From an optimization exercise on the open Yosys and OpenROAD flow, aimed at small area; shortcuts taken in it are not production practice.
In this exercise RTL edits were held to simulation tests only and were not proved equivalent to the original.
Power is estimated from default activity; no workload was simulated.

--- run.sh ---
#!/bin/bash
# synth_recipe.tcl (not shown) runs the flow's synth.tcl, then flattens the netlist and writes it again
# the make line also repeats each setting of config.mk as NAME=value (left out here)
make -C /OpenROAD-flow-scripts/flow DESIGN_CONFIG=/design/flow/config.mk WORK_HOME=/design/flow/orfs CLKGATE_MAP_FILE= SYNTH_SCRIPT=/design/flow/synth_recipe.tcl finish
--- config.mk ---
export PLATFORM = sky130hd
export DESIGN_NAME = ahb_system
export DESIGN_NICKNAME = ahb_system
export VERILOG_FILES = /design/flow/design.v
export SDC_FILE = /design/flow/constraint.sdc
export NUM_CORES = 4
export LEC_CHECK = 0
export ABC_AREA = 1
export CAP_MARGIN = 20
export CORE_MARGIN = 2
export CORE_UTILIZATION = 40
export SLEW_MARGIN = 20
--- constraint.sdc ---
create_clock -name core_clock -period 20.0 [get_ports {clk}]
set_input_delay 4.0000 -clock core_clock [delete_from_list [all_inputs] [get_ports {clk}]]
set_output_delay 4.0000 -clock core_clock [all_outputs]
set_load 0.01 [all_outputs]
--- design.v ---
module ahb_system (
    input          clk,
    input          rstn,
    input  [31:0]  m_addr_in,
    input  [2:0]   m_burst_in,
    input  [2:0]   m_size_in,
    input          m_sel_in,
    input          m_valid_in,
    input          m_write_in,
    input          m_delay_in,
    input          m_error_in,
    input  [31:0]  m_wdata_in,
    output         m_busy_out,
    output         m_error_out,
    output [31:0]  m_rdata_out,
    output         m_ready_out,
    output [31:0]  s0_addr_out,
    output [2:0]   s0_burst_out,
    output [2:0]   s0_size_out,
    output         s0_sel_out,
    output         s0_write_out,
    output [31:0]  s0_wdata_out,
    output         s0_error_out,
    input          s0_error_in,
    input  [31:0]  s0_rdata_in,
    input          s0_ready_in,
    output [31:0]  s1_addr_out,
    output [2:0]   s1_burst_out,
    output [2:0]   s1_size_out,
    output         s1_sel_out,
    output         s1_write_out,
    output [31:0]  s1_wdata_out,
    output         s1_error_out,
    input          s1_error_in,
    input  [31:0]  s1_rdata_in,
    input          s1_ready_in
);
localparam  ST_RST     =  3'd0;
localparam  ST_IDLE    =  3'd1;
localparam  ST_BUSY    =  3'd2;
localparam  ST_NONSEQ  =  3'd3;
localparam  ST_SEQ     =  3'd4;
localparam  ST_ERROR   =  3'd5;
localparam  TR_IDLE    =  2'd0;
localparam  TR_BUSY    =  2'd1;
localparam  TR_NONSEQ  =  2'd2;
localparam  TR_SEQ     =  2'd3;
function [31:0] burst_addr(input [31:0] a, input [2:0] sz, input [2:0] burst);
    integer     i;
    reg         c;
    reg         t;
    reg         kill;
    reg  [3:0]  top;
    begin
        kill = !burst[0] && !(a[6:0] & ~(7'h7f << sz));
        top  = {1'b0, sz} + {2'b00, burst[2:1]};
        c    = 1'b0;
        for (i = 0; i < 32; i = i + 1) begin
            t             = c || (i < 8 && sz == i);
            burst_addr[i] = a[i] ^ t;
            c             = a[i] && t && !(kill && top == i);
        end
    end
endfunction
reg  [31:0]  haddr;
reg  [2:0]   hburst;
reg  [2:0]   hsize;
reg  [1:0]   htrans;
reg          hwrite;
reg  [2:0]   m_state;
reg  [2:0]   m_next;
reg  [4:0]   m_bc;
reg          m_b2s;
reg  [1:0]   m_tu;
reg  [2:0]   m_wc;
reg  [31:0]  m_taddr;
reg  [31:0]  m_wnext;
reg  [31:0]  m_wout;
reg          m_ready_r;
reg          m_error_r;
reg  [31:0]  m_rdata_r;
reg  [31:0]  x_rdata;
reg          x_ready;
reg          x_resp;
reg  [1:0]   d_cur;
reg  [1:0]   d_nxt;
reg  [31:0]  c_rdata;
reg          c_ready;
reg          c_resp;
reg  [31:0]  w_data;
wire  [1:0]  h_class  =  (haddr[31:16] != 16'h2030)  ? 2'd0 :
                         (haddr[15:10] == 6'd0)      ? 2'd2 :
                         (haddr[15:10] == 6'd1)      ? 2'd3 : 2'd1;
wire         d_upd    =  x_ready || !d_cur;
wire  [1:0]  d_cur_nx =  d_upd ? d_nxt : d_cur;
wire  [1:0]  sel_x    =  { (d_nxt == 2'd3) || (d_cur == 2'd3),
                           (d_nxt == 2'd2) || (d_cur == 2'd2) };
always @(posedge clk or negedge rstn) begin
    if (!rstn) begin
        d_cur  <=  0;
        d_nxt  <=  0;
    end else if (d_upd) begin
        d_cur  <=  d_nxt;
        d_nxt  <=  h_class;
    end
end
wire  [31:0]  s_rdata_nx0, s_rdata_nx1;
wire          s_ready_nx0, s_ready_nx1;
wire          s_resp_nx0,  s_resp_nx1;
wire          s_wgate0,    s_wgate1;
ahb_sys_slave slave0 (
    .clk          (clk),
    .rstn         (rstn),
    .haddr        (haddr),
    .hburst       (hburst),
    .hsize        (hsize),
    .htrans       (htrans),
    .hwrite       (hwrite),
    .hsel         (sel_x[0]),
    .addr_out     (s0_addr_out),
    .burst_out    (s0_burst_out),
    .size_out     (s0_size_out),
    .sel_out      (s0_sel_out),
    .write_out    (s0_write_out),
    .error_in     (s0_error_in),
    .rdata_in     (s0_rdata_in),
    .ready_in     (s0_ready_in),
    .rdata_nx     (s_rdata_nx0),
    .ready_nx     (s_ready_nx0),
    .resp_nx      (s_resp_nx0),
    .wgate        (s_wgate0)
);
ahb_sys_slave slave1 (
    .clk          (clk),
    .rstn         (rstn),
    .haddr        (haddr),
    .hburst       (hburst),
    .hsize        (hsize),
    .htrans       (htrans),
    .hwrite       (hwrite),
    .hsel         (sel_x[1]),
    .addr_out     (s1_addr_out),
    .burst_out    (s1_burst_out),
    .size_out     (s1_size_out),
    .sel_out      (s1_sel_out),
    .write_out    (s1_write_out),
    .error_in     (s1_error_in),
    .rdata_in     (s1_rdata_in),
    .ready_in     (s1_ready_in),
    .rdata_nx     (s_rdata_nx1),
    .ready_nx     (s_ready_nx1),
    .resp_nx      (s_resp_nx1),
    .wgate        (s_wgate1)
);
assign  s0_wdata_out  =  s_wgate0 ? w_data : 32'd0;
assign  s1_wdata_out  =  s_wgate1 ? w_data : 32'd0;
assign  s0_error_out  =  1'b0;
assign  s1_error_out  =  1'b0;
always @(posedge clk) begin
    w_data   <=  m_wout;
    c_rdata  <=  d_cur_nx[0] ? s_rdata_nx1 : s_rdata_nx0;
    c_ready  <=  d_cur_nx[0] ? s_ready_nx1 : s_ready_nx0;
    c_resp   <=  d_cur_nx[0] ? s_resp_nx1  : s_resp_nx0;
end
always @(posedge clk or negedge rstn) begin
    if (!rstn) begin
        x_rdata  <=  0;
        x_ready  <=  1;
        x_resp   <=  0;
    end else begin
        case (d_cur)
            2'd1: begin
                x_ready  <=  1;
                x_resp   <=  1;
            end
            2'd2, 2'd3: begin
                x_rdata  <=  c_rdata;
                x_ready  <=  c_ready;
                x_resp   <=  c_resp;
            end
            default: begin
                x_rdata  <=  0;
                x_ready  <=  1;
                x_resp   <=  0;
            end
        endcase
    end
end
reg  [2:0]  m_len;
always @(*) begin
    case (m_burst_in)
        3'd2, 3'd3:  m_len  =  2;
        3'd4, 3'd5:  m_len  =  3;
        3'd6, 3'd7:  m_len  =  4;
        default:     m_len  =  0;
    endcase
end
wire  [6:0]   m_size_mask     =  ~(7'h7f << m_size_in);
wire  [3:0]   m_end_q         =  {1'b0, m_size_in} + {1'b0, m_len};
reg           m_cross;
integer       mi;
always @(*) begin
    m_cross  =  1'b1;
    for (mi = 0; mi < 10; mi = mi + 1)
        if (mi >= m_end_q && !m_addr_in[mi])
            m_cross  =  1'b0;
end
wire          m_addr_valid    =  !(m_addr_in[6:0] & m_size_mask) && !m_cross;
wire          m_size_valid    =  !m_size_in[2] && !(m_size_in[1] && m_size_in[0]);
wire          m_add_new       =  (m_ready_r || !m_tu[1]) && m_valid_in;
wire          m_trans_changed =  (m_taddr != m_addr_in) || (m_burst_in != hburst) || (m_size_in != hsize);
wire          m_len_fixed     =  hburst[2] || hburst[1];
wire          m_incr          =  (hburst == 3'd1);
wire          m_timeout       =  (m_wc == 3'd6);
wire  [31:0]  m_bnext         =  (!hburst || !m_bc) ? 32'd0 : burst_addr(haddr, hsize, hburst);
always @(*) begin
    m_next  =  ST_RST;
    case (m_state)
        ST_RST: begin
            if (!m_sel_in)
                m_next  =  ST_RST;
            else if (!m_valid_in)
                m_next  =  ST_IDLE;
            else if (m_error_in || !m_addr_valid || !m_size_valid)
                m_next  =  ST_ERROR;
            else
                m_next  =  ST_NONSEQ;
        end
        ST_IDLE: begin
            if (m_tu[1] || (m_tu && (!m_sel_in || m_error_in || m_timeout)) || x_resp)
                m_next  =  ST_ERROR;
            else if (!m_sel_in)
                m_next  =  ST_RST;
            else if (!m_valid_in)
                m_next  =  ST_IDLE;
            else
                m_next  =  ST_NONSEQ;
        end
        ST_BUSY: begin
            if (!hburst || (m_len_fixed && (m_trans_changed || !m_sel_in || !m_valid_in || !m_bc))
                    || (m_tu && m_timeout) || m_error_in || x_resp)
                m_next  =  ST_ERROR;
            else if (!m_sel_in)
                m_next  =  ST_RST;
            else if (!m_valid_in)
                m_next  =  ST_IDLE;
            else if (m_delay_in)
                m_next  =  ST_BUSY;
            else if (m_len_fixed || !m_trans_changed)
                m_next  =  ST_SEQ;
            else
                m_next  =  ST_NONSEQ;
        end
        ST_NONSEQ: begin
            if (!m_sel_in || (!m_valid_in && m_len_fixed) || m_error_in
                    || (!hburst && m_delay_in) || (m_tu && m_timeout))
                m_next  =  ST_ERROR;
            else if (!m_valid_in)
                m_next  =  ST_IDLE;
            else if (m_delay_in)
                m_next  =  ST_BUSY;
            else if (hburst)
                m_next  =  ST_SEQ;
            else
                m_next  =  ST_NONSEQ;
        end
        ST_SEQ: begin
            if (!m_sel_in || !hburst || m_error_in || x_resp
                    || (m_bc && m_len_fixed && (m_trans_changed || !m_valid_in))
                    || (m_tu && m_timeout) || (!m_bc && m_len_fixed && m_delay_in))
                m_next  =  ST_ERROR;
            else if (!m_valid_in)
                m_next  =  ST_IDLE;
            else if (m_delay_in)
                m_next  =  ST_BUSY;
            else if (!m_bc)
                m_next  =  ST_NONSEQ;
            else
                m_next  =  ST_SEQ;
        end
        ST_ERROR: begin
            m_next  =  m_tu[1] ? ST_ERROR : ST_RST;
        end
        default: m_next  =  ST_RST;
    endcase
end
always @(negedge clk or negedge rstn) begin
    if (!rstn)
        m_state  <=  ST_RST;
    else
        m_state  <=  m_next;
end
always @(posedge clk or negedge rstn) begin
    if (!rstn) begin
        haddr   <=  0;
        hburst  <=  0;
        hsize   <=  0;
        htrans  <=  0;
        hwrite  <=  0;
        m_bc    <=  0;
        m_b2s   <=  0;
        m_tu    <=  0;
        m_wc    <=  0;
    end else begin
        case (m_state)
            ST_RST: begin
                haddr   <=  0;
                hburst  <=  0;
                hsize   <=  0;
                htrans  <=  0;
                hwrite  <=  0;
                m_bc    <=  0;
                m_b2s   <=  0;
                m_tu    <=  0;
                m_wc    <=  0;
            end
            ST_IDLE: begin
                htrans  <=  TR_IDLE;
                m_b2s   <=  0;
                if (m_tu && x_ready) begin
                    m_tu  <=  m_tu - 2'd1;
                    m_wc  <=  m_tu[1] ? m_wc : 3'd0;
                end else if (m_tu) begin
                    m_wc  <=  m_wc + 3'd1;
                end else begin
                    m_wc  <=  0;
                end
            end
            ST_BUSY: begin
                htrans  <=  TR_BUSY;
                m_b2s   <=  1;
                haddr   <=  m_bnext;
                m_bc    <=  m_incr ? 5'd0 : (m_bc - 5'd1);
                if (m_tu && x_ready) begin
                    m_tu  <=  m_tu - 2'd1;
                    m_wc  <=  m_tu[1] ? m_wc : 3'd0;
                end else if (m_tu) begin
                    m_wc  <=  m_wc + 3'd1;
                end else begin
                    m_wc  <=  0;
                end
            end
            ST_NONSEQ: begin
                if (m_add_new) begin
                    haddr   <=  m_addr_in;
                    hburst  <=  m_burst_in;
                    hsize   <=  m_size_in;
                    htrans  <=  TR_NONSEQ;
                    hwrite  <=  m_write_in;
                    m_bc    <=  5'd1 << m_len;
                    m_tu    <=  x_ready ? m_tu : (m_tu + 2'd1);
                end else begin
                    m_tu    <=  x_ready ? (m_tu - 2'd1) : m_tu;
                end
                m_b2s  <=  0;
                if (m_tu[1])
                    m_wc  <=  !x_ready ? (m_wc + 3'd1) : m_wc;
                else
                    m_wc  <=  !x_ready ? m_wc : 3'd0;
            end
            ST_SEQ: begin
                htrans  <=  TR_SEQ;
                if (m_b2s) begin
                    m_b2s  <=  0;
                end else if (m_bc || m_incr) begin
                    haddr  <=  (m_tu[1] && !x_ready) ? haddr : m_bnext;
                    m_bc   <=  (m_incr || (m_tu[1] && !x_ready)) ? m_bc : (m_bc - 5'd1);
                end
                m_tu  <=  x_ready ? m_tu : (m_tu + 2'd1);
                if (x_ready)
                    m_wc  <=  m_tu[1] ? m_wc : 3'd0;
                else
                    m_wc  <=  m_tu ? (m_wc + 3'd1) : 3'd0;
            end
            ST_ERROR: begin
                if (m_tu && x_ready)
                    m_tu  <=  m_tu - 2'd1;
            end
            default: ;
        endcase
    end
end
always @(posedge clk) begin
    if (m_state == ST_NONSEQ && m_add_new)
        m_taddr  <=  m_addr_in;
    else if (m_state == ST_NONSEQ)
        m_taddr  <=  haddr;
end
always @(posedge clk) begin
    case (m_state)
        ST_IDLE: begin
            if (x_ready && hwrite) begin
                m_wnext  <=  m_wdata_in;
                m_wout   <=  m_wnext;
            end
        end
        ST_BUSY, ST_NONSEQ, ST_SEQ: begin
            if (!m_tu[1] || x_ready) begin
                m_wnext  <=  m_wdata_in;
                m_wout   <=  m_wnext;
            end
        end
        ST_RST, ST_ERROR: begin
            m_wnext  <=  0;
            m_wout   <=  0;
        end
        default: ;
    endcase
end
always @(posedge clk or negedge rstn) begin
    if (!rstn) begin
        m_ready_r  <=  0;
        m_error_r  <=  0;
        m_rdata_r  <=  0;
    end else begin
        case (m_state)
            ST_RST: begin
                m_ready_r  <=  0;
                m_error_r  <=  0;
                m_rdata_r  <=  0;
            end
            ST_IDLE: begin
                m_ready_r  <=  m_tu ? x_ready : 1'b0;
                m_error_r  <=  m_tu ? x_resp : 1'b0;
                m_rdata_r  <=  (!m_tu || x_resp || !x_ready) ? 32'd0 : x_rdata;
            end
            ST_BUSY, ST_NONSEQ, ST_SEQ: begin
                m_ready_r  <=  x_ready;
                m_error_r  <=  x_resp;
                m_rdata_r  <=  (!x_resp && x_ready) ? x_rdata : 32'd0;
            end
            ST_ERROR: begin
                m_ready_r  <=  1;
                m_error_r  <=  1;
                m_rdata_r  <=  0;
            end
            default: ;
        endcase
    end
end
assign  m_busy_out   =  m_tu[1] && !x_ready;
assign  m_ready_out  =  m_ready_r;
assign  m_error_out  =  m_error_r;
assign  m_rdata_out  =  m_rdata_r;
endmodule
module ahb_sys_slave (
    input              clk,
    input              rstn,
    input      [31:0]  haddr,
    input      [2:0]   hburst,
    input      [2:0]   hsize,
    input      [1:0]   htrans,
    input              hwrite,
    input              hsel,
    output reg [31:0]  addr_out,
    output reg [2:0]   burst_out,
    output reg [2:0]   size_out,
    output reg         sel_out,
    output reg         write_out,
    input              error_in,
    input      [31:0]  rdata_in,
    input              ready_in,
    output     [31:0]  rdata_nx,
    output             ready_nx,
    output             resp_nx,
    output reg         wgate
);
localparam  ST_RST     =  3'd0;
localparam  ST_IDLE    =  3'd1;
localparam  ST_BUSY    =  3'd2;
localparam  ST_NONSEQ  =  3'd3;
localparam  ST_SEQ     =  3'd4;
localparam  ST_ERROR   =  3'd5;
reg  [2:0]  state;
reg  [2:0]  next;
reg  [3:0]  bc;
reg  [2:0]  len;
function [31:0] burst_addr(input [31:0] a, input [2:0] sz, input [2:0] burst);
    integer     i;
    reg         c;
    reg         t;
    reg         kill;
    reg  [3:0]  top;
    begin
        kill = !burst[0] && !(a[6:0] & ~(7'h7f << sz));
        top  = {1'b0, sz} + {2'b00, burst[2:1]};
        c    = 1'b0;
        for (i = 0; i < 32; i = i + 1) begin
            t             = c || (i < 8 && sz == i);
            burst_addr[i] = a[i] ^ t;
            c             = a[i] && t && !(kill && top == i);
        end
    end
endfunction
always @(*) begin
    case (burst_out)
        3'd2, 3'd3:  len  =  2;
        3'd4, 3'd5:  len  =  3;
        3'd6, 3'd7:  len  =  4;
        default:     len  =  0;
    endcase
end
wire          t_idle    =  (htrans == 2'd0);
wire          t_busy    =  (htrans == 2'd1);
wire          t_nonseq  =  (htrans == 2'd2);
wire          t_seq     =  (htrans == 2'd3);
wire          incr      =  (burst_out == 3'd1);
wire  [31:0]  bnext     =  (!burst_out || !bc) ? 32'd0 : burst_addr(addr_out, size_out, burst_out);
wire          burst_chg =  (hburst != burst_out);
wire          trans_chg =  (bnext != haddr) || burst_chg || (hsize != size_out);
wire          active    =  (state == ST_IDLE) || (state == ST_BUSY) || (state == ST_NONSEQ) || (state == ST_SEQ);
always @(*) begin
    next  =  ST_RST;
    case (state)
        ST_RST: begin
            if (!hsel)
                next  =  ST_RST;
            else if (hsize[2] || (hsize[1] && hsize[0]) || !t_nonseq)
                next  =  ST_ERROR;
            else
                next  =  ST_NONSEQ;
        end
        ST_IDLE: begin
            if (hsel && (t_busy || t_seq))
                next  =  ST_ERROR;
            else if (!hsel)
                next  =  ST_RST;
            else if (t_nonseq)
                next  =  ST_NONSEQ;
            else
                next  =  ST_IDLE;
        end
        ST_BUSY: begin
            if ((!incr && (!hsel || burst_chg || trans_chg || t_idle || t_nonseq || !bc))
                    || (t_busy && trans_chg))
                next  =  ST_ERROR;
            else if (!hsel)
                next  =  ST_RST;
            else if (t_busy)
                next  =  ST_BUSY;
            else if (t_idle)
                next  =  ST_IDLE;
            else if (t_nonseq)
                next  =  ST_NONSEQ;
            else
                next  =  ST_SEQ;
        end
        ST_NONSEQ: begin
            if (!hsel || (!burst_out && (t_busy || t_seq)) || (!incr && (t_idle || t_nonseq)))
                next  =  ST_ERROR;
            else if (t_busy)
                next  =  ST_BUSY;
            else if (t_idle)
                next  =  ST_IDLE;
            else if (t_nonseq)
                next  =  ST_NONSEQ;
            else
                next  =  ST_SEQ;
        end
        ST_SEQ: begin
            if (!hsel || !burst_out || ((t_idle || t_nonseq) && bc)
                    || (!bc && (t_seq || t_busy) && !incr))
                next  =  ST_ERROR;
            else if (t_busy)
                next  =  ST_BUSY;
            else if (t_idle)
                next  =  ST_IDLE;
            else if (t_nonseq)
                next  =  ST_NONSEQ;
            else
                next  =  ST_SEQ;
        end
        default: next  =  ST_RST;
    endcase
end
always @(negedge clk or negedge rstn) begin
    if (!rstn)
        state  <=  ST_RST;
    else
        state  <=  next;
end
always @(posedge clk or negedge rstn) begin
    if (!rstn) begin
        bc         <=  0;
        burst_out  <=  0;
        addr_out   <=  0;
        sel_out    <=  0;
        size_out   <=  0;
        write_out  <=  0;
        wgate      <=  0;
    end else begin
        case (state)
            ST_RST: begin
                bc         <=  0;
                burst_out  <=  0;
                addr_out   <=  0;
                sel_out    <=  0;
                size_out   <=  0;
                write_out  <=  0;
            end
            ST_IDLE: begin
                sel_out    <=  0;
            end
            ST_NONSEQ: begin
                burst_out  <=  hburst;
                addr_out   <=  haddr;
                sel_out    <=  1;
                size_out   <=  hsize;
                write_out  <=  hwrite;
                bc         <=  {1'b0, len};
            end
            ST_SEQ: begin
                if (ready_in) begin
                    addr_out  <=  bnext;
                    if (!incr)
                        bc  <=  bc - 4'd1;
                end
            end
            default: ;
        endcase
        wgate  <=  active && write_out && !error_in;
    end
end
assign  rdata_nx  =  (active && !write_out && !error_in) ? rdata_in : 32'd0;
assign  ready_nx  =  active ? ready_in : (state != ST_RST);
assign  resp_nx   =  active ? error_in : (state != ST_RST);
endmodule
==> results of run 1 <==
[critical path, delay by kind of cell, from the launching register on]
family	cells	cell delay (ns)
AOI/OAI and AO/OA	25	1.88
adders and majority gates	30	4.83
buffers and inverters	13	0.85
DFF	1	0.45
and+or+nand+nor	16	1.34
[stage by stage]
step / total power, mW / utilization, % / setup WS, ns / setup TNS, ns / cell area, sq um
finish: 2.32 / 52.2 / 0.452 / 0 / 28900
floorplan: 1.34 / - / 0.323 / 0 / 22500
global placement: 1.50 / 48.1 / -0.194 / -0.880 / 26600
CTS: 2.34 / 51.1 / 0.00572 / 0 / 28300
detailed placement: 1.51 / 48.1 / -0.473 / -2.51 / 26600
global route: 2.44 / 52.2 / -0.123 / -0.512 / 28900
[sequential cells by signal, indices dropped and copies added (netlist names), 4 cells and up]
signal,flops
slave0.addr_out,32
m_bc,5
m_taddr,32
x_rdata,32
haddr,32
slave0.bc,4
m_wnext,32
m_wout,32
w_data,32
m_rdata_r,32
slave1.bc,4
slave1.addr_out,32
c_rdata,32
[power breakdown]
part	switching (mW)	leakage, nW	total (mW)	internal, mW
Sequential	0.0671	4.61	1.03	0.962
Combinational	0.333	8.06	0.470	0.137
Clock	0.345	0.715	0.824	0.479
[path summary, 6_finish.rpt]
kind / startpoint / to / cells past startpoint
worst max-delay path: slave0.size_out[0]$_DFFE_PN0P_ / slave0.state[2]$_DFF_NN0_ / 84
worst min-delay path: m_wout[7]$_SDFFCE_PP0P_ / w_data[7]$_DFF_P_ / 0
worst max register to register: slave0.size_out[0]$_DFFE_PN0P_ / slave0.state[2]$_DFF_NN0_ / 84
worst min register to register: m_wout[7]$_SDFFCE_PP0P_ / w_data[7]$_DFF_P_ / 0
max in group asynchronous: rstn / m_state[0]$_DFF_NN0_ / 1
min in group asynchronous: rstn / slave1.addr_out[11]$_DFFE_PN0P_ / 1
[placed cells by master (no fill, tap or decap), types with 10 or more instances in the layout]
master	netlist	final
nor2_2	15	23
nand2_1	714	710
edfxtp_1	96	96
o21ai_2	1	18
xor2_1	18	16
clkbuf_16	0	45
nor3_1	25	25
o221ai_1	13	13
xnor2_1	19	19
dfxtp_1	66	66
a211oi_1	11	10
clkdlybuf4s50_1	0	322
nor2_1	248	236
ha_4	0	30
nand3_2	3	10
dfrtp_1	213	211
a22oi_1	23	23
buf_4	20	93
o21ai_1	29	59
inv_1	410	406
nand4_1	54	54
ha_1	126	62
a21oi_1	61	59
o21ai_0	267	219
clkinv_2	0	10
ha_2	0	34
inv_2	20	24
nand3_1	202	195
o21a_1	12	12
o22ai_1	53	53
[logic make-up (layout without fill, tap and decap cells)]
kind of cell / count (synthesis) / count (layout)
and+or+nand+nor: 1289 / 1289
buffers and inverters: 558 / 936
AOI/OAI and AO/OA: 507 / 507
DFF: 385 / 385
adders and majority gates: 130 / 130
xor gates and xnor gates: 37 / 37
other: 1 / 4
[what timing repair did]
item | 4_1_cts | 5_1_grt
endpoints found under the setup margin | 6 | 6
gates cloned | 0 | 0
gates resized for setup | 73 | 126
buffers inserted | 13 | 5
pin swaps | 27 | 41
[routing by layer]
layer / vias up / part of all wire (%)
met5: - / 0
met4: 0 / 2.2
met3: 112 / 6.3
met2: 772 / 45
met1: 10216 / 46
li1: 10187 / -
[cell type report]
| class | count | share of cell area (%) |
|---|---|---|
| diodes | 2 | 0.0173 |
| clock buffers | 57 | 4.16 |
| clock inverters | 24 | 0.914 |
| inverters | 433 | 5.63 |
| multi-input cells | 1965 | 38.2 |
| flip-flops and latches | 385 | 33.9 |
| well taps | 748 | 3.24 |
| repair buffers | 422 | 13.9 |
==> results.toml, run 1 <==
[status]
status = "no timing/DRC/antenna violations"

[cells_and_area]
nNetsFinal = 3527
n_fill_cell = 5354
fin_cells = 4036
drive_gt1_share_pct = 10.7
synthToLayoutAreaGrowth_pct = 28.7
regArea_sq_mm = 0.00979
multi_input_area_sq_mm = 0.0110

[timing]
tightestPinTransition_ns = 1.05
skew_ns = 0.0236
setup_viol = 0
hold_violations = 0
rsz0062_at_grt = "true"
slew_violations = 0
holdWs_ns = 0.333
maxSlewHeadroom_pct = 30.3

[critical_path]
critPathKind = "flip-flop to flip-flop"
crit_path_start_kind = "flip-flop"
crit_path_max_incr_delay_ns = 0.45
crit_path_top_delay_cell = "dfrtp_2"
cpMostUsedCell = "o21ai_1"
crit_arrival_ns = 9.97
setup.worst_path.end_class = "flip-flop"
rrSetupSlack_ns = 0.45
cp_max_fo = 4
required_ns = 10.42

[logic_synthesis]
syn_area_sq_mm = 0.0224
synth_edf_count = 96
ys.warnings.count = 2
yosysMostFrequentCell = "nand2_1"
syn_area_per_cell_sq_um = 7.72
synthTopCellsByCount = "nand2_1, inv_1, o21ai_0"
synth_ff_type = "dfrtp_1"
synthMuxAreaShare_pct = 0
synth.top_cells.by_area = "dfrtp_1, edfxtp_1, nand2_1"
synthArstFlopShare_pct = 57.9
yosys.area.top_type = "dfrtp_1"
synth_top_family_by_area = "simple AND/OR/NAND/NOR gates"
ys_ff_latch = 385
synth_xor_area_share_pct = 1.44
synth_compound_area_share_pct = 13.0
synth_top_area_share_pct = 23.7
ys_seq_area_share_pct = 43.6
syn-instance-count = 2907
synth_fa_ha_area_share_pct = 7.38
synth-simple-area-share_pct = 24.2
ys_types = 62

[cts]
cts_buffers = 45
insertion_delay_ns = 0.59
clockRootBuffer = "clkbuf_16"
path_clk_slew_ns = 0.06
cts.path.max_buffers = 3
cts_sinks = 385
cts_tree = "yes"
postCtsHoldBufs = 0
clock_tree.htree_level_count = 2

[place]
place.gp.congestion = 0.943
io_buffer_count = 323
place.detailed.hpwl_mm = 61.2
post-place-cells = 3935

[floorplan]
die-area_sq_mm = 0.0580
die_width_um = 241
fp-row-count = 86
initial_core_util_pct = 40.6
ioPinCount = 326
die_h_um = 241
core_area_sq_mm = 0.0553

[hold_path]
worstHoldPathType = "flip-flop to flip-flop"

[detailed_routing]
vias = 21287
dr.pass1.iters = 5
via_per_inst = 5.27
ant_nets = 0
drcViolationCount = 0
drt_iter0_drc = 1694
wirelength_mm = 81.4
wl_per_cell_um = 20.2

[power_and_ir_drop]
peakVddDrop_mv = 0.0703
p_leak_nw = 13.4
p_per_area_mw_per_mm2 = 80.5

[grt]
antenna_found_initial = 1
top_usage_layer = "met2"
track_usage_pct = 27.4
use_met3_pct = 4.46
grt_pass1_wl_mm = 121
grt_pass1_vias = 20570
overflow = 0
met1_usage_pct = 39.8
grt_max_degree = 145
use_met2_pct = 42.6

[run]
cap_violations = 0
==> run 2, diff against run 1 <==
--- a/design.v
+++ b/design.v
@@ -158,9 +158,9 @@
 assign  s1_error_out  =  1'b0;
 always @(posedge clk) begin
     w_data   <=  m_wout;
-    c_rdata  <=  d_cur_nx[0] ? s_rdata_nx1 : s_rdata_nx0;
-    c_ready  <=  d_cur_nx[0] ? s_ready_nx1 : s_ready_nx0;
-    c_resp   <=  d_cur_nx[0] ? s_resp_nx1  : s_resp_nx0;
+    c_rdata  <=  (d_cur_nx == 2'd3) ? s_rdata_nx1 : (d_cur_nx == 2'd2) ? s_rdata_nx0 : 32'd0;
+    c_ready  <=  (d_cur_nx == 2'd3) ? s_ready_nx1 : (d_cur_nx == 2'd2) ? s_ready_nx0 : 1'b1;
+    c_resp   <=  (d_cur_nx == 2'd3) ? s_resp_nx1  : (d_cur_nx == 2'd2) ? s_resp_nx0  : d_cur_nx[0];
 end
 always @(posedge clk or negedge rstn) begin
     if (!rstn) begin
@@ -168,22 +168,9 @@
         x_ready  <=  1;
         x_resp   <=  0;
     end else begin
-        case (d_cur)
-            2'd1: begin
-                x_ready  <=  1;
-                x_resp   <=  1;
-            end
-            2'd2, 2'd3: begin
-                x_rdata  <=  c_rdata;
-                x_ready  <=  c_ready;
-                x_resp   <=  c_resp;
-            end
-            default: begin
-                x_rdata  <=  0;
-                x_ready  <=  1;
-                x_resp   <=  0;
-            end
-        endcase
+        x_rdata  <=  c_rdata;
+        x_ready  <=  c_ready;
+        x_resp   <=  c_resp;
     end
 end
 reg  [2:0]  m_len;
@@ -215,7 +202,9 @@
 wire  [31:0]  m_bnext         =  (!hburst || !m_bc) ? 32'd0 : burst_addr(haddr, hsize, hburst);
 always @(*) begin
     m_next  =  ST_RST;
-    case (m_state)
+    if (!rstn)
+        m_next  =  ST_RST;
+    else case (m_state)
         ST_RST: begin
             if (!m_sel_in)
                 m_next  =  ST_RST;
@@ -284,7 +273,7 @@
         default: m_next  =  ST_RST;
     endcase
 end
-always @(negedge clk or negedge rstn) begin
+always @(posedge clk or negedge rstn) begin
     if (!rstn)
         m_state  <=  ST_RST;
     else
@@ -292,17 +281,32 @@
 end
 always @(posedge clk or negedge rstn) begin
     if (!rstn) begin
-        haddr   <=  0;
-        hburst  <=  0;
-        hsize   <=  0;
-        htrans  <=  0;
-        hwrite  <=  0;
-        m_bc    <=  0;
-        m_b2s   <=  0;
         m_tu    <=  0;
-        m_wc    <=  0;
     end else begin
-        case (m_state)
+        case (m_next)
+            ST_RST:    m_tu  <=  0;
+            ST_IDLE, ST_BUSY: begin
+                if (m_tu && x_ready)
+                    m_tu  <=  m_tu - 2'd1;
+            end
+            ST_NONSEQ: begin
+                if (m_add_new)
+                    m_tu  <=  x_ready ? m_tu : (m_tu + 2'd1);
+                else
+                    m_tu  <=  x_ready ? (m_tu - 2'd1) : m_tu;
+            end
+            ST_SEQ:    m_tu  <=  x_ready ? m_tu : (m_tu + 2'd1);
+            ST_ERROR: begin
+                if (m_tu && x_ready)
+                    m_tu  <=  m_tu - 2'd1;
+            end
+            default: ;
+        endcase
+    end
+end
+always @(posedge clk) begin
+    begin
+        case (m_next)
             ST_RST: begin
                 haddr   <=  0;
                 hburst  <=  0;
@@ -311,14 +315,12 @@
                 hwrite  <=  0;
                 m_bc    <=  0;
                 m_b2s   <=  0;
-                m_tu    <=  0;
                 m_wc    <=  0;
             end
             ST_IDLE: begin
                 htrans  <=  TR_IDLE;
                 m_b2s   <=  0;
                 if (m_tu && x_ready) begin
-                    m_tu  <=  m_tu - 2'd1;
                     m_wc  <=  m_tu[1] ? m_wc : 3'd0;
                 end else if (m_tu) begin
                     m_wc  <=  m_wc + 3'd1;
@@ -332,7 +334,6 @@
                 haddr   <=  m_bnext;
                 m_bc    <=  m_incr ? 5'd0 : (m_bc - 5'd1);
                 if (m_tu && x_ready) begin
-                    m_tu  <=  m_tu - 2'd1;
                     m_wc  <=  m_tu[1] ? m_wc : 3'd0;
                 end else if (m_tu) begin
                     m_wc  <=  m_wc + 3'd1;
@@ -348,9 +349,6 @@
                     htrans  <=  TR_NONSEQ;
                     hwrite  <=  m_write_in;
                     m_bc    <=  5'd1 << m_len;
-                    m_tu    <=  x_ready ? m_tu : (m_tu + 2'd1);
-                end else begin
-                    m_tu    <=  x_ready ? (m_tu - 2'd1) : m_tu;
                 end
                 m_b2s  <=  0;
                 if (m_tu[1])
@@ -366,28 +364,23 @@
                     haddr  <=  (m_tu[1] && !x_ready) ? haddr : m_bnext;
                     m_bc   <=  (m_incr || (m_tu[1] && !x_ready)) ? m_bc : (m_bc - 5'd1);
                 end
-                m_tu  <=  x_ready ? m_tu : (m_tu + 2'd1);
                 if (x_ready)
                     m_wc  <=  m_tu[1] ? m_wc : 3'd0;
                 else
                     m_wc  <=  m_tu ? (m_wc + 3'd1) : 3'd0;
             end
-            ST_ERROR: begin
-                if (m_tu && x_ready)
-                    m_tu  <=  m_tu - 2'd1;
-            end
             default: ;
         endcase
     end
 end
 always @(posedge clk) begin
-    if (m_state == ST_NONSEQ && m_add_new)
+    if (m_next == ST_NONSEQ && m_add_new)
         m_taddr  <=  m_addr_in;
-    else if (m_state == ST_NONSEQ)
+    else if (m_next == ST_NONSEQ)
         m_taddr  <=  haddr;
 end
 always @(posedge clk) begin
-    case (m_state)
+    case (m_next)
         ST_IDLE: begin
             if (x_ready && hwrite) begin
                 m_wnext  <=  m_wdata_in;
@@ -413,7 +406,7 @@
         m_error_r  <=  0;
         m_rdata_r  <=  0;
     end else begin
-        case (m_state)
+        case (m_next)
             ST_RST: begin
                 m_ready_r  <=  0;
                 m_error_r  <=  0;
@@ -508,10 +501,12 @@
 wire  [31:0]  bnext     =  (!burst_out || !bc) ? 32'd0 : burst_addr(addr_out, size_out, burst_out);
 wire          burst_chg =  (hburst != burst_out);
 wire          trans_chg =  (bnext != haddr) || burst_chg || (hsize != size_out);
-wire          active    =  (state == ST_IDLE) || (state == ST_BUSY) || (state == ST_NONSEQ) || (state == ST_SEQ);
+wire          active;
 always @(*) begin
     next  =  ST_RST;
-    case (state)
+    if (!rstn)
+        next  =  ST_RST;
+    else case (state)
         ST_RST: begin
             if (!hsel)
                 next  =  ST_RST;
@@ -573,7 +568,7 @@
         default: next  =  ST_RST;
     endcase
 end
-always @(negedge clk or negedge rstn) begin
+always @(posedge clk or negedge rstn) begin
     if (!rstn)
         state  <=  ST_RST;
     else
@@ -589,7 +584,7 @@
         write_out  <=  0;
         wgate      <=  0;
     end else begin
-        case (state)
+        case (next)
             ST_RST: begin
                 bc         <=  0;
                 burst_out  <=  0;
@@ -621,7 +616,8 @@
         wgate  <=  active && write_out && !error_in;
     end
 end
+assign  active    =  (next == ST_IDLE) || (next == ST_BUSY) || (next == ST_NONSEQ) || (next == ST_SEQ);
 assign  rdata_nx  =  (active && !write_out && !error_in) ? rdata_in : 32'd0;
-assign  ready_nx  =  active ? ready_in : (state != ST_RST);
-assign  resp_nx   =  active ? error_in : (state != ST_RST);
+assign  ready_nx  =  active ? ready_in : (next != ST_RST);
+assign  resp_nx   =  active ? error_in : (next != ST_RST);
 endmodule
==> run 2 against run 1 <==
Wire length is 11% lower. Cell area shrank 6.4%. Combinational power increased by about 40%. Critical path type unchanged. Critical endpoint is now slave1.addr_out[6]$_DFFE_PN0P_. Highest routed layer is now met5.
==> results.toml, run 2 <==
[cells_and_area]
drive_gt1_share_pct = 4.40
design_area_sq_mm = 0.0270
fin_cells = 3834
nNetsFinal = 3380
n_antenna_cell = 0
fin_util_pct = 50.2
layout_commonest_cell = "nand2_1"
synthToLayoutAreaGrowth_pct = 24.2
final_cell_mix = "nand2_1, inv_1, clkdlybuf4s50_1"

[cts]
post_cts_buffers = 0
postCtsHoldBufs = 0
clock_tree.htree_level_count = 2
cts_sinks = 385
insertion_delay_ns = 0.59
cts_buffers = 44
cts_tree = "yes"
path_clk_slew_ns = 0.06
clockRootBuffer = "clkbuf_16"
cts.path.max_buffers = 3
cts-resized-gates = 0

[place]
place.detailed.hpwl_mm = 54.9
dpl_cell_area_sq_mm = 0.0255
dp_slack_ns = 6.58
io_buffer_count = 323
post-place-cells = 3754
place.gp.congestion = 1.03

[floorplan]
die_h_um = 237
die-area_sq_mm = 0.0563
core_area_sq_mm = 0.0538
fp-row-count = 85
die_width_um = 237
initial_core_util_pct = 40.4
ioPinCount = 326

[grt]
overflow = 0
antenna_found_initial = 1
track_usage_pct = 25.4
grt_pass1_vias = 19092
grt_max_degree = 67
grt_pass1_wl_mm = 111

[critical_path]
regToRegStartpoint = "slave1.size_out[2]$_DFFE_PN0P_"
cp-endpoint = "slave1.addr_out[6]$_DFFE_PN0P_"
crit_path_start_kind = "flip-flop"
critPathKind = "flip-flop to flip-flop"
rr_worst_depth = 87
crit_path_max_incr_delay_ns = 0.61
crit_arrival_ns = 14.07
rrSetupSlack_ns = 6.43
cp_max_fo = 43
r2r_end = "slave1.addr_out[6]$_DFFE_PN0P_"
startpoint = "slave1.size_out[2]$_DFFE_PN0P_"
setup.worst_path.end_class = "flip-flop"
cpMostUsedCell = "ha_1"
required_ns = 20.50
crit_path_top_delay_cell = "nor4_1"

[power_and_ir_drop]
peakVddDrop_mv = 0.0687
power_frac_comb_pct = 24.9
p_int_mw = 1.68
pwr-share-seq_pct = 43.1
p_clk_share_pct = 32.0
p_per_area_mw_per_mm2 = 97.6
p_leak_nw = 13.4
swShare_pct = 36.2
finalPower_mw = 2.64
power_switching_uw = 955

[timing]
rsz0062_at_grt = "false"
finalWorstSetupSlack_ns = 6.43
fmaxAchievable_mhz = 73.7
tightestPinTransition_ns = 1.07
min_period_ns = 13.57
hold_violations = 0
skew_ns = 0.0398
maxSlewHeadroom_pct = 28.5
post-route-period-util_pct = 67.9
slew_violations = 0
setup_viol = 0
fin_tns_setup_ns = 0
holdWs_ns = 0.299

[detailed_routing]
ant_nets = 0
vias = 19746
drt_iter0_drc = 1549
wirelength_mm = 72.7
dr.pass1.iters = 5
drcViolationCount = 0
wl_per_cell_um = 19.0
via_per_inst = 5.15

[logic_synthesis]
synthArstFlopShare_pct = 44.9
synth_ff_type = "dfrtp_1"
ys_types = 54
synthTopCellsByCount = "nand2_1, inv_1, nor2_1"
synth.top_cells.by_area = "edfxtp_1, dfrtp_1, nand2_1"
syn_area_sq_mm = 0.0218
synth_top_area_share_pct = 20.2
syn-instance-count = 2817
synth_edf_count = 146
ys_ff_latch = 385
syn_area_per_cell_sq_um = 7.72
ys_seq_area_share_pct = 46.1
ys.warnings.count = 2
yosysMostFrequentCell = "nand2_1"
yosys.area.top_type = "edfxtp_1"

[status]
status = "no timing/DRC/antenna violations"

[hold_path]
worstHoldPathType = "flip-flop to flip-flop"
hp-start = "c_ready$_DFF_P_"

[run]
cap_violations = 0
==> run 2: critical path, delay by kind of cell, from the launching register on <==
kind                     cells  cell delay, ns
AND/OR/NAND/NOR             18            3.61
buffers and inverters       12            0.97
AO/OA/AOI/OAI               27            2.78
adder cells (fa/ha/maj)     30            5.53
flip-flops                   1            0.55
==> run 2: worst min-delay path by stage <==
stage                         to  slack, ns  cells past startpoint
6_report       x_ready$_DFF_PN1_       0.30                      0
5_1_grt        x_ready$_DFF_PN1_       0.31                      0
4_1_cts        x_ready$_DFF_PN1_       0.30                      0
3_5_place_dp   x_ready$_DFF_PN1_       0.29                      0
2_1_floorplan  x_ready$_DFF_PN1_       0.28                      0
3_3_place_gp   x_ready$_DFF_PN1_       0.29                      0
==> run 2: cells by family (layout without fill, tap and decap cells) <==
logic type | Yosys count | after routing | share of synthesized area [%]
AND/OR/NAND/NOR | 1380 | 1380 | 26.2
XOR/XNOR | 39 | 39 | 1.57
other | 1 | 2 | 0.0172
adder cells (fa/ha/maj) | 131 | 131 | 7.67
flip-flops | 385 | 385 | 46.1
buffers and inverters | 543 | 863 | 9.88
AO/OA/AOI/OAI | 338 | 338 | 8.48
==> run 2: routing by layer <==
metal  GRT usage (%)  part of all wire (%)
met3            4.54                   6.9
met2            41.0                    47
met4            9.28                   3.4
met5               0                 0.022
met1            34.3                    43
==> run 2: power by group through the flow <==
stage | sequential [mW] | clock (mW) | combinational [mW]
after floorplan | 1.07 | 0 | 0.425
after CTS | 1.13 | 0.864 | 0.653
after global placement | 1.14 | 0 | 0.643
final | 1.14 | 0.844 | 0.658
after detailed placement | 1.15 | 0 | 0.650
after global routing | 1.15 | 0.890 | 0.737
==> run 2: area by class of cell <==
class	count	area, sq um
clock buffer	60	1170
clock inverter	20	303
fill	5225	26800
inverter	448	1680
multi-input combinational	1890	9630
sequential	385	10000
tap	696	871
timing repair buffer	335	3330
==> run 3, diff against run 2 <==
--- a/config.mk
+++ b/config.mk
@@ -8,5 +8,6 @@
 export ABC_AREA = 1
 export CAP_MARGIN = 20
 export CORE_MARGIN = 2
-export CORE_UTILIZATION = 40
+export CORE_UTILIZATION = 70
+export CTS_BUF_LIST = sky130_fd_sc_hd__clkbuf_4
 export SLEW_MARGIN = 20
==> run 3 against run 2 <==
Combinational power rose by 5.0%. Flip-flop and latch count is the same. Critical endpoint is now slave1.addr_out[19]$_DFFE_PN0P_. Largest cell class unchanged. Global-route usage increased by 21 points. Register-to-register slack got worse by 0.13 ns. Clock-buffer cell count grew 97.
==> results.toml, run 3 <==
[power_and_ir_drop]
p_leak_nw = 13.4
finalPower_mw = 2.55
peakVddDrop_mv = 0.0759
p_per_area_mw_per_mm2 = 96.6

[place]
io_buffer_count = 323
dp_slack_ns = 6.45
place.detailed.hpwl_mm = 49.1
place.gp.congestion = 0.989

[timing]
skew_ns = 0.0697
hold_violations = 0
maxSlewHeadroom_pct = 26.2
slew_violations = 0
setup_viol = 0
min_period_ns = 13.70
post-route-period-util_pct = 68.5
fin_tns_setup_ns = 0
rsz0062_at_grt = "false"
finalWorstSetupSlack_ns = 6.30
tightestPinTransition_ns = 1.11
fmaxAchievable_mhz = 73.0

[cells_and_area]
synthToLayoutAreaGrowth_pct = 21.5
final_cell_mix = "nand2_1, inv_1, clkdlybuf4s50_1"
nNetsFinal = 3428
drive_gt1_share_pct = 7.28
layout_commonest_cell = "nand2_1"

[grt]
overflow = 0
grt_pass1_vias = 22229
track_usage_pct = 46.1
antenna_found_initial = 3
grt_pass1_wl_mm = 119
grt_max_degree = 88

[detailed_routing]
wl_per_cell_um = 21.1
vias = 22702
dr.pass1.iters = 9
wirelength_mm = 76.7
via_per_inst = 6.25
ant_nets = 0
drcViolationCount = 0
drt_iter0_drc = 3590

[critical_path]
cpMostUsedCell = "ha_1"
required_ns = 20.79
crit_arrival_ns = 14.49
cp_max_fo = 32
critPathKind = "flip-flop to flip-flop"
setup.worst_path.end_class = "flip-flop"
crit_path_max_incr_delay_ns = 0.96
crit_path_start_kind = "flip-flop"
crit_path_top_delay_cell = "o21ai_4"

[floorplan]
die_h_um = 180
core_area_sq_mm = 0.0306
ioPinCount = 326
die-area_sq_mm = 0.0325
fp-row-count = 64
initial_core_util_pct = 71.1
die_width_um = 180

[logic_synthesis]
syn_area_sq_mm = 0.0218
synth_edf_count = 146
ys.warnings.count = 2
synth_ff_type = "dfrtp_1"
syn-instance-count = 2817
synth_top_area_share_pct = 20.2
synth.top_cells.by_area = "edfxtp_1, dfrtp_1, nand2_1"
yosysMostFrequentCell = "nand2_1"
ys_seq_area_share_pct = 46.1
ys_types = 54
yosys.area.top_type = "edfxtp_1"
synthTopCellsByCount = "nand2_1, inv_1, nor2_1"
synthArstFlopShare_pct = 44.9
syn_area_per_cell_sq_um = 7.72
ys_ff_latch = 385

[run]
cap_violations = 0

[cts]
postCtsHoldBufs = 0
cts-resized-gates = 0
cts_sinks = 385
post_cts_buffers = 0
cts.path.max_buffers = 3
cts_buffers = 97
clock_tree.htree_level_count = 3
cts_tree = "yes"
insertion_delay_ns = 0.86
path_clk_slew_ns = 0.07
clockRootBuffer = "clkbuf_4"

[hold_path]
worstHoldPathType = "flip-flop to flip-flop"

[status]
status = "no timing/DRC/antenna violations"
run 3: cell type report:
class                      instances  area, sq um
sequential                       385        10000
multi-input combinational       1890         9620
fill                            1577         4150
timing repair buffer             330         3300
inverter                         448         1680
clock buffer                     157         1180
tap                              396          495
clock inverter                    20          118
antenna                            4         10.0
run 3: final timing paths:
check	cells past startpoint	slack [ns]	from	to
min	0	0.31	c_ready$_DFF_P_	x_ready$_DFF_PN1_
max reg2reg	88	6.30	slave1.size_out[1]$_DFFE_PN0P_	slave1.addr_out[19]$_DFFE_PN0P_
max in group asynchronous	3	15.04	rstn	slave0.wgate$_DFF_PN0_
max	88	6.30	slave1.size_out[1]$_DFFE_PN0P_	slave1.addr_out[19]$_DFFE_PN0P_
min reg2reg	0	0.31	c_ready$_DFF_P_	x_ready$_DFF_PN1_
min in group asynchronous	1	3.10	rstn	slave1.addr_out[21]$_DFFE_PN0P_
run 3: worst max-delay path, delay by kind of cell, from the launching register on:
family                     cells  cell delay [ns]
adders and majority gates     31             5.73
and+or+nand+nor               20             3.40
AOI/OAI and AO/OA             24             3.19
buffers and inverters         13             0.90
DFF                            1             0.48
run 3: power by group:
group	switching [mW]	internal (mW)
registers	0.151	0.992
logic	0.505	0.185
clock network	0.352	0.368
run 3: layer usage:
layer	vias up	GRT usage (%)	routed length (um)
met4	2	27.0	5220
met5	-	0	41
met1	10368	57.3	26200
met3	513	11.2	10200
met2	2115	73.8	35100
li1	9704	-	-
run 3: logic make-up after synthesis:
family	Yosys count	share of synthesized area, %
other cells	1	0.0172
simple gates	1380	26.2
xor+xnor	39	1.57
flops	385	46.1
fa+ha+maj	131	7.67
buf+inv	543	9.88
compound gates	338	8.48
run 3: stage by stage:
| stage | area [sq um] | util, % | hold slack, ns | instances |
|---|---|---|---|---|
| floorplan | 21800 | - | 0.284 | 2818 |
| global placement | 25100 | 82.0 | 0.286 | 3448 |
| detailed placement | 25100 | 82.1 | 0.287 | 3449 |
| CTS | 26400 | 86.3 | 0.311 | 3626 |
| global route | 26400 | 86.4 | 0.314 | 3629 |
| finish | 26400 | 86.4 | 0.309 | 3630 |
==> run 4, diff against run 3 <==
==> flow/run.sh (new file) <==
#!/bin/bash
# The standard layout (standard.sh, ORFS from synthesis to finish) with two
# changes to how the layout is made: every port still gets a buffer, but the
# smallest one (buf_1), and clock tree synthesis adds no dummy loads.
set -euo pipefail
export BUFFER_PORTS_ARGS="-buffer_cell sky130_fd_sc_hd__buf_1"
export CTS_ARGS="-sink_clustering_enable -repair_clock_nets -dont_use_dummy_load -buf_list sky130_fd_sc_hd__clkbuf_4"
bash standard.sh > standard.log 2>&1
==> standard.sh (new file) <==
#!/bin/bash
# synth_recipe.tcl (not shown) runs the flow's synth.tcl, then flattens the netlist and writes it again
# the make line also repeats each setting of config.mk as NAME=value (left out here)
make -C /OpenROAD-flow-scripts/flow DESIGN_CONFIG=/design/flow/config.mk WORK_HOME=/design/flow/orfs CLKGATE_MAP_FILE= SYNTH_SCRIPT=/design/flow/synth_recipe.tcl "${@:-finish}"
removed: run.sh
==> run 4 against run 3 <==
Cell count fell by 2.4%. Combinational power shrank 11%. Critical path depth unchanged. Total power is 12% lower. Via count fell by 9.6%. Worst setup slack improved by 0.29 ns. Clock-buffer cell count decreased by 62. Fmax increased by 2.2%. Critical path type unchanged.
==> results.toml, run 4 <==
[critical_path]
crit_buf_inv = 13
crit_path_start_kind = "flip-flop"
crit_path_top_delay_cell = "o21ai_4"
cpMostUsedCell = "ha_1"
critPathKind = "flip-flop to flip-flop"
required_ns = 20.70
crit_arrival_ns = 14.11
critical_path.top_delay_family = "adder cells"
setup.worst_path.end_class = "flip-flop"
cp_max_fo = 32
crit_path_max_incr_delay_ns = 0.96

[timing]
tightestPinTransition_ns = 1.09
slew_violations = 0
setup_viol = 0
hold_violations = 0
post-route-period-util_pct = 67.1
maxSlewHeadroom_pct = 27.3
finalWorstSetupSlack_ns = 6.59
rsz0062_at_grt = "false"
fin_tns_setup_ns = 0
min_period_ns = 13.41
holdWs_ns = 0.301
fmaxAchievable_mhz = 74.6
skew_ns = 0.0851

[detailed_routing]
dr.pass1.iters = 8
vias = 20523
ant_nets = 0
drt_iter0_drc = 2232
wirelength_mm = 63.3
via_per_inst = 5.79
wl_per_cell_um = 17.9
drcViolationCount = 0

[power_and_ir_drop]
power_frac_comb_pct = 27.5
p_clk_share_pct = 22.2
swShare_pct = 38.9
pwr-share-seq_pct = 50.2
p_int_mw = 1.37
peakVddDrop_mv = 0.0864
power_switching_uw = 873
p_leak_nw = 12.3
p_per_area_mw_per_mm2 = 94.2

[grt]
antenna_found_initial = 2
overflow = 0
use_met3_pct = 8.53
met1_usage_pct = 51.8
top_usage_layer = "met2"
grt_pass1_vias = 19510
track_usage_pct = 38.5
grt_pass1_wl_mm = 99.5
grt_max_degree = 154
use_met2_pct = 60.8

[cts]
insertion_delay_ns = 0.80
cts_tree = "yes"
cts-resized-gates = 0
cts.path.max_buffers = 3
clockRootBuffer = "clkbuf_4"
postCtsHoldBufs = 0
cts_buffers = 95
post_cts_buffers = 0
cts_sinks = 385
path_clk_slew_ns = 0.07
clock_tree.htree_level_count = 3

[logic_synthesis]
ys_seq_area_share_pct = 46.1
yosys.area.top_type = "edfxtp_1"
synthMuxAreaShare_pct = 0
synth_top_area_share_pct = 20.2
synthTopCellsByCount = "nand2_1, inv_1, nor2_1"
syn-instance-count = 2817
synth_edf_count = 146
synth_top_family_by_area = "simple AND/OR/NAND/NOR gates"
synthArstFlopShare_pct = 44.9
syn_area_sq_mm = 0.0218
synth_fa_ha_area_share_pct = 7.67
synth.top_cells.by_area = "edfxtp_1, dfrtp_1, nand2_1"
synth_compound_area_share_pct = 8.48
synth-simple-area-share_pct = 26.2
synth_xor_area_share_pct = 1.57
ys_ff_latch = 385
synth_ff_type = "dfrtp_1"
ys_types = 54
yosysMostFrequentCell = "nand2_1"
syn_area_per_cell_sq_um = 7.72
ys.warnings.count = 2

[cells_and_area]
fin_util_pct = 77.9
synthToLayoutAreaGrowth_pct = 9.47
drive_gt1_share_pct = 5.15
n_fill_cell = 2124
nNetsFinal = 3424
layout_commonest_cell = "nand2_1"
final_cell_mix = "nand2_1, inv_1, buf_1"

[place]
place.gp.congestion = 0.978
io_buffer_count = 323
place.detailed.hpwl_mm = 46.6
dp_slack_ns = 6.58

[run]
cap_violations = 0

[floorplan]
initial_core_util_pct = 71.1
fp-row-count = 64
ioPinCount = 326
die_width_um = 180
die-area_sq_mm = 0.0325
core_area_sq_mm = 0.0306
die_h_um = 180

[status]
status = "no timing/DRC/antenna violations"

[hold_path]
worstHoldPathType = "flip-flop to flip-flop"
[run 4: cell counts after synthesis]
Identical to the previous run, type by type.
[run 4: cells by family (layout without fill, tap and decap cells)]
kind of cell    count (synthesis)  after routing
compound gates                338            338
xor+xnor                       39             39
fa+ha+maj                     131            131
buf+inv                       543            871
flops                         385            385
other cells                     1              4
simple gates                 1380           1380
[run 4: area by class of cell]
cell class / instances / area, sq um / share of cell area, %
Antenna cell: 2 / 5.00 / 0.0210
Clock buffer: 95 / 713 / 2.99
Inverter: 448 / 1680 / 7.06
Multi-Input combinational cell: 1890 / 9620 / 40.4
Sequential cell: 385 / 10000 / 42.1
Tap cell: 396 / 495 / 2.08
Timing Repair Buffer: 328 / 1270 / 5.32
[run 4: layer usage]
layer,part of all wire [%],up-vias
met2,46,1271
met4,3.9,0
met3,11,190
met5,0,-
li1,-,9615
met1,39,9447
[run 4: through the flow]
step | area [sq um] | power [mW] | instances
2_1_floorplan | 21800 | 1.49 | 2818
3_3_place_gp | 23100 | 1.70 | 3447
3_5_place_dp | 23100 | 1.72 | 3447
4_1_cts | 23800 | 2.22 | 3542
5_1_grt | 23800 | 2.36 | 3544
6_report | 23800 | 2.24 | 3544
[run 4: path summary, 6_finish.rpt]
path / cells after the start / slack (ns) / end / from
max in group asynchronous: 2 / 15.54 / slave0.addr_out[5]$_DFFE_PN0P_ / rstn
worst min-delay path: 0 / 0.30 / x_ready$_DFF_PN1_ / c_ready$_DFF_P_
worst min register to register: 0 / 0.30 / x_ready$_DFF_PN1_ / c_ready$_DFF_P_
worst max-delay path: 88 / 6.59 / slave1.addr_out[10]$_DFFE_PN0P_ / slave1.size_out[0]$_DFFE_PN0P_
min in group asynchronous: 1 / 3.23 / slave0.bc[1]$_DFFE_PN0P_ / rstn
worst max register to register: 88 / 6.59 / slave1.addr_out[10]$_DFFE_PN0P_ / slave1.size_out[0]$_DFFE_PN0P_
[run 4: power by group through the flow]
stage          clock (mW)  sequential, mW  combinational, mW
2_1_floorplan           0            1.07              0.425
3_3_place_gp            0            1.12              0.574
3_5_place_dp            0            1.13              0.593
4_1_cts             0.506            1.12              0.600
5_1_grt             0.541            1.13              0.680
6_report            0.499            1.13              0.618
==> run 5, diff against run 4 <==
--- a/design.v
+++ b/design.v
@@ -199,7 +199,20 @@
 wire          m_len_fixed     =  hburst[2] || hburst[1];
 wire          m_incr          =  (hburst == 3'd1);
 wire          m_timeout       =  (m_wc == 3'd6);
-wire  [31:0]  m_bnext         =  (!hburst || !m_bc) ? 32'd0 : burst_addr(haddr, hsize, hburst);
+wire  [31:0]  m_binc          =  burst_addr(haddr, hsize, hburst);
+wire          m_bzero         =  !hburst || !m_bc;
+reg  [31:0]  haddr_d;
+always @(*) begin
+    haddr_d  =  haddr;
+    case (m_next)
+        ST_RST:     haddr_d  =  32'd0;
+        ST_BUSY:    haddr_d  =  m_bzero ? 32'd0 : m_binc;
+        ST_NONSEQ:  if (m_add_new) haddr_d  =  m_addr_in;
+        ST_SEQ:     if (!m_b2s && (m_bc || m_incr) && !(m_tu[1] && !x_ready))
+                        haddr_d  =  m_bzero ? 32'd0 : m_binc;
+        default: ;
+    endcase
+end
 always @(*) begin
     m_next  =  ST_RST;
     if (!rstn)
@@ -308,7 +321,6 @@
     begin
         case (m_next)
             ST_RST: begin
-                haddr   <=  0;
                 hburst  <=  0;
                 hsize   <=  0;
                 htrans  <=  0;
@@ -331,7 +343,6 @@
             ST_BUSY: begin
                 htrans  <=  TR_BUSY;
                 m_b2s   <=  1;
-                haddr   <=  m_bnext;
                 m_bc    <=  m_incr ? 5'd0 : (m_bc - 5'd1);
                 if (m_tu && x_ready) begin
                     m_wc  <=  m_tu[1] ? m_wc : 3'd0;
@@ -343,7 +354,6 @@
             end
             ST_NONSEQ: begin
                 if (m_add_new) begin
-                    haddr   <=  m_addr_in;
                     hburst  <=  m_burst_in;
                     hsize   <=  m_size_in;
                     htrans  <=  TR_NONSEQ;
@@ -361,7 +371,6 @@
                 if (m_b2s) begin
                     m_b2s  <=  0;
                 end else if (m_bc || m_incr) begin
-                    haddr  <=  (m_tu[1] && !x_ready) ? haddr : m_bnext;
                     m_bc   <=  (m_incr || (m_tu[1] && !x_ready)) ? m_bc : (m_bc - 5'd1);
                 end
                 if (x_ready)
@@ -374,10 +383,9 @@
     end
 end
 always @(posedge clk) begin
-    if (m_next == ST_NONSEQ && m_add_new)
-        m_taddr  <=  m_addr_in;
-    else if (m_next == ST_NONSEQ)
-        m_taddr  <=  haddr;
+    haddr  <=  haddr_d;
+    if (m_next == ST_NONSEQ)
+        m_taddr  <=  haddr_d;
 end
 always @(posedge clk) begin
     case (m_next)
@@ -498,9 +506,10 @@
 wire          t_nonseq  =  (htrans == 2'd2);
 wire          t_seq     =  (htrans == 2'd3);
 wire          incr      =  (burst_out == 3'd1);
-wire  [31:0]  bnext     =  (!burst_out || !bc) ? 32'd0 : burst_addr(addr_out, size_out, burst_out);
+wire  [31:0]  binc      =  burst_addr(addr_out, size_out, burst_out);
+wire          bzero     =  !burst_out || !bc;
 wire          burst_chg =  (hburst != burst_out);
-wire          trans_chg =  (bnext != haddr) || burst_chg || (hsize != size_out);
+wire          trans_chg =  (bzero ? (haddr != 32'd0) : (binc != haddr)) || burst_chg || (hsize != size_out);
 wire          active;
 always @(*) begin
     next  =  ST_RST;
@@ -606,7 +615,7 @@
             end
             ST_SEQ: begin
                 if (ready_in) begin
-                    addr_out  <=  bnext;
+                    addr_out  <=  bzero ? 32'd0 : binc;
                     if (!incr)
                         bc  <=  bc - 4'd1;
                 end
==> flow/run.sh (replaced) <==
#!/bin/bash
# The standard layout (standard.sh: ORFS from synthesis to finish) with
# three changes to how the layout is made:
#  - synthesis maps the logic with an area-only ABC script (synth_area.tcl);
#  - every port still gets a buffer, but the smallest one (buf_1);
#  - clock tree synthesis uses clkbuf_4 and adds no dummy loads.
# make's full output goes to standard.log here; each ORFS step's log is under
# orfs/logs/.
set -euo pipefail
here=$(pwd)
export FLOW_SYNTH_TCL="$here/synth_recipe.tcl"
export AREA_ABC_SCRIPT="$here/flow/abc_area.script"
export BUFFER_PORTS_ARGS="-buffer_cell sky130_fd_sc_hd__buf_1"
export CTS_ARGS="-sink_clustering_enable -repair_clock_nets -dont_use_dummy_load -buf_list sky130_fd_sc_hd__clkbuf_4"
sed "s#SYNTH_SCRIPT=[^ ]*#SYNTH_SCRIPT=$here/flow/synth_area.tcl#" standard.sh > standard_area.sh
grep -q "SYNTH_SCRIPT=$here/flow/synth_area.tcl" standard_area.sh
bash standard_area.sh > standard.log 2>&1
==> flow/abc_area.script (new file) <==
strash
dc2
dch -f
map -a
strash
dc2
dch -f
map -a
topo
==> flow/synth_area.tcl (new file) <==
# The standard flow's synthesis script (synth_recipe.tcl) with one change: ABC maps the
# logic with an area-only script (abc_area.script beside this file) in place
# of the ORFS script. Registers are mapped before ABC runs, so they are the
# same as in the standard synthesis.
proc abc {args} {
  set i [lsearch $args -script]
  set args [lreplace $args $i [expr {$i + 1}] -script $::env(AREA_ABC_SCRIPT)]
  yosys abc {*}$args
}
source $::env(FLOW_SYNTH_TCL)
==> run 5 against run 4 <==
Synthesized cell count fell by 24%. Area after synthesis decreased by 10%. Sequential power is essentially flat. Global-route usage grew 1.5 points.
==> results.toml, run 5 <==
[floorplan]
die_h_um = 171
die_width_um = 171
die-area_sq_mm = 0.0293
fp-row-count = 61
ioPinCount = 326
initial_core_util_pct = 70.7
core_area_sq_mm = 0.0276

[critical_path]
critical_path.top_delay_family = "adder cells"
critPathKind = "flip-flop to flip-flop"
cpMostUsedCell = "ha_1"
cp_max_fo = 65
crit_path_max_incr_delay_ns = 0.88
r2r_end = "slave1.bc[3]$_DFFE_PN0P_"
crit_buf_inv = 5
crit_arrival_ns = 15.63
crit_path_top_delay_cell = "clkinv_1"
required_ns = 20.59
regToRegStartpoint = "slave1.size_out[0]$_DFFE_PN0P_"
rrSetupSlack_ns = 4.96
crit_path_start_kind = "flip-flop"
setup.worst_path.end_class = "flip-flop"
rr_worst_depth = 81

[detailed_routing]
ant_nets = 0
drcViolationCount = 0
wirelength_mm = 59.6
dr.pass1.iters = 7
vias = 18864
via_per_inst = 6.36
drt_iter0_drc = 2630
wl_per_cell_um = 20.1

[hold_path]
worstHoldPathType = "flip-flop to flip-flop"
hold_end = "x_rdata[28]$_DFF_PN0_"
min_path_cells = 0
hp-start = "c_rdata[28]$_DFF_P_"

[grt]
overflow = 0
grt_max_degree = 71
grt_pass1_vias = 17941
track_usage_pct = 40.0
antenna_found_initial = 1
grt_pass1_wl_mm = 91.3

[logic_synthesis]
synth_top_area_share_pct = 22.0
ys_ff_latch = 385
yosys.area.top_type = "dfrtp_1"
ys_types = 41
synth_ff_type = "dfrtp_1"
synth_edf_count = 114
yosysMostFrequentCell = "clkinv_1"
synth.top_cells.by_area = "dfrtp_1, edfxtp_1, dfxtp_1"
synthTopCellsByCount = "clkinv_1, nor2_1, nand2_1"
syn_area_sq_mm = 0.0195
syn_area_per_cell_sq_um = 9.09
ys.warnings.count = 2
syn-instance-count = 2150
ys_seq_area_share_pct = 49.7
synthArstFlopShare_pct = 44.9

[power_and_ir_drop]
p_per_area_mw_per_mm2 = 105
peakVddDrop_mv = 0.106
finalPower_mw = 2.34
p_leak_nw = 9.02

[cts]
cts_buffers = 96
post_cts_buffers = 0
cts_sinks = 385
cts.path.max_buffers = 3
clock_tree.htree_level_count = 3
postCtsHoldBufs = 0
cts_tree = "yes"
cts-resized-gates = 0
path_clk_slew_ns = 0.07
insertion_delay_ns = 0.74
clockRootBuffer = "clkbuf_4"

[place]
place.gp.congestion = 1.03
place.detailed.hpwl_mm = 43.4
io_buffer_count = 323
dp_slack_ns = 5.24
post-place-cells = 2869
dpl_cell_area_sq_mm = 0.0214

[timing]
maxSlewHeadroom_pct = 33.1
rsz0062_at_grt = "false"
slew_violations = 0
holdWs_ns = 0.286
finalWorstSetupSlack_ns = 4.96
hold_violations = 0
setup_viol = 0
skew_ns = 0.0895
fin_tns_setup_ns = 0
tightestPinTransition_ns = 0.998
min_period_ns = 15.04
post-route-period-util_pct = 75.2
fmaxAchievable_mhz = 66.5

[cells_and_area]
synthToLayoutAreaGrowth_pct = 13.5
drive_gt1_share_pct = 5.33
design_area_sq_mm = 0.0222
fin_util_pct = 80.3
nNetsFinal = 2865
layout_commonest_cell = "clkinv_1"
final_cell_mix = "clkinv_1, buf_1, nor2_1"
fin_cells = 2967

[status]
status = "no timing/DRC/antenna violations"

[run]
cap_violations = 0
run 5: metal layers:
metal,up-vias,routed length [um],GRT usage [%],share of wire [%]
met4,0,2580,17.9,4.3
li1,8416,-,-,-
met2,1347,27300,62.6,46
met3,259,7300,9.88,12
met5,-,0,0,0
met1,8842,22400,53.1,38
run 5: how the worst max path moves through the flow:
stage / endpoint / slack (ns) / from / cells past startpoint
detailed placement: slave1.bc[3]$_DFFE_PN0P_ / 5.24 / slave1.size_out[0]$_DFFE_PN0P_ / 81
global route: slave1.bc[3]$_DFFE_PN0P_ / 3.64 / slave1.size_out[0]$_DFFE_PN0P_ / 81
CTS: slave1.bc[3]$_DFFE_PN0P_ / 5.22 / slave1.size_out[0]$_DFFE_PN0P_ / 81
global placement: slave0.bc[3]$_DFFE_PN0P_ / 5.55 / slave0.size_out[0]$_DFFE_PN0P_ / 74
finish: slave1.bc[3]$_DFFE_PN0P_ / 4.96 / slave1.size_out[0]$_DFFE_PN0P_ / 81
floorplan: slave1.bc[3]$_DFFE_PN0P_ / 4.92 / slave1.size_out[0]$_DFFE_PN0P_ / 82
run 5: worst register-to-register path: cells and delay by family, from the launching register on:
kind | cells | cell delay, ns
AO/OA/AOI/OAI | 23 | 3.60
XOR/XNOR | 2 | 0.38
adder cells (fa/ha/maj) | 31 | 6.02
buffers and inverters | 5 | 1.68
flip-flops | 1 | 0.47
AND/OR/NAND/NOR | 20 | 2.75
run 5: area by class of cell:
type,instances,area [sq um]
clock buffers,96,721
diodes,1,2.50
multi-input cells,1407,8540
repair buffers,343,1390
flip-flops and latches,385,9720
inverters,357,1340
well taps,378,473
fillers,1771,5440
run 5: cells by family (layout without fill, tap and decap cells):
logic type / Yosys count / in the layout / share of synthesized area (%)
compound gates: 545 / 545 / 18.1
flops: 385 / 385 / 49.7
fa+ha+maj: 130 / 130 / 8.48
buf+inv: 359 / 796 / 6.94
simple gates: 672 / 672 / 14.2
xor+xnor: 58 / 58 / 2.60
other cells: 1 / 3 / 0.0192
run 5: where the power goes:
group	switching, mW	total [mW]	leakage [nW]	internal, mW
registers	0.136	1.10	4.44	0.968
logic	0.530	0.739	4.14	0.209
clock network	0.277	0.494	0.442	0.217
total	0.943	2.34	9.02	1.39

[what the ideal ports hide]
The results above use ideal ports. As a check the final layouts listed here were re-extracted and re-timed, cells and wires unchanged. Step 1: set_driving_cell puts a clkbuf_16 on clk and a buf_2 on each other input, an assumption about the parent block. Step 2, shift: input delay + t, output delay - t, t = (earliest + latest rising clock arrival at the registers) / 2. This alone moves slack from input paths to output paths. Three values: no drivers, after step 1, after step 2; two values: the first two.
run	t (ns)	setup WS [ns]	worst setup path at the end	latest minus earliest clock arrival (ns)	slew at the worst register clock pin (ns)
run 2	0.629	6.426 / 6.426 / 6.426	register to register	0.040 / 0.040	0.06 / 0.06
run 3	0.880	6.298 / 6.298 / 6.298	register to register	0.070 / 0.070	0.09 / 0.09
run 4	0.814	6.589 / 6.589 / 6.589	register to register	0.085 / 0.085	0.07 / 0.07
run 5	0.748	4.962 / 4.962 / 4.962	register to register	0.089 / 0.090	0.08 / 0.08
After both steps setup and hold are still met in every run listed.
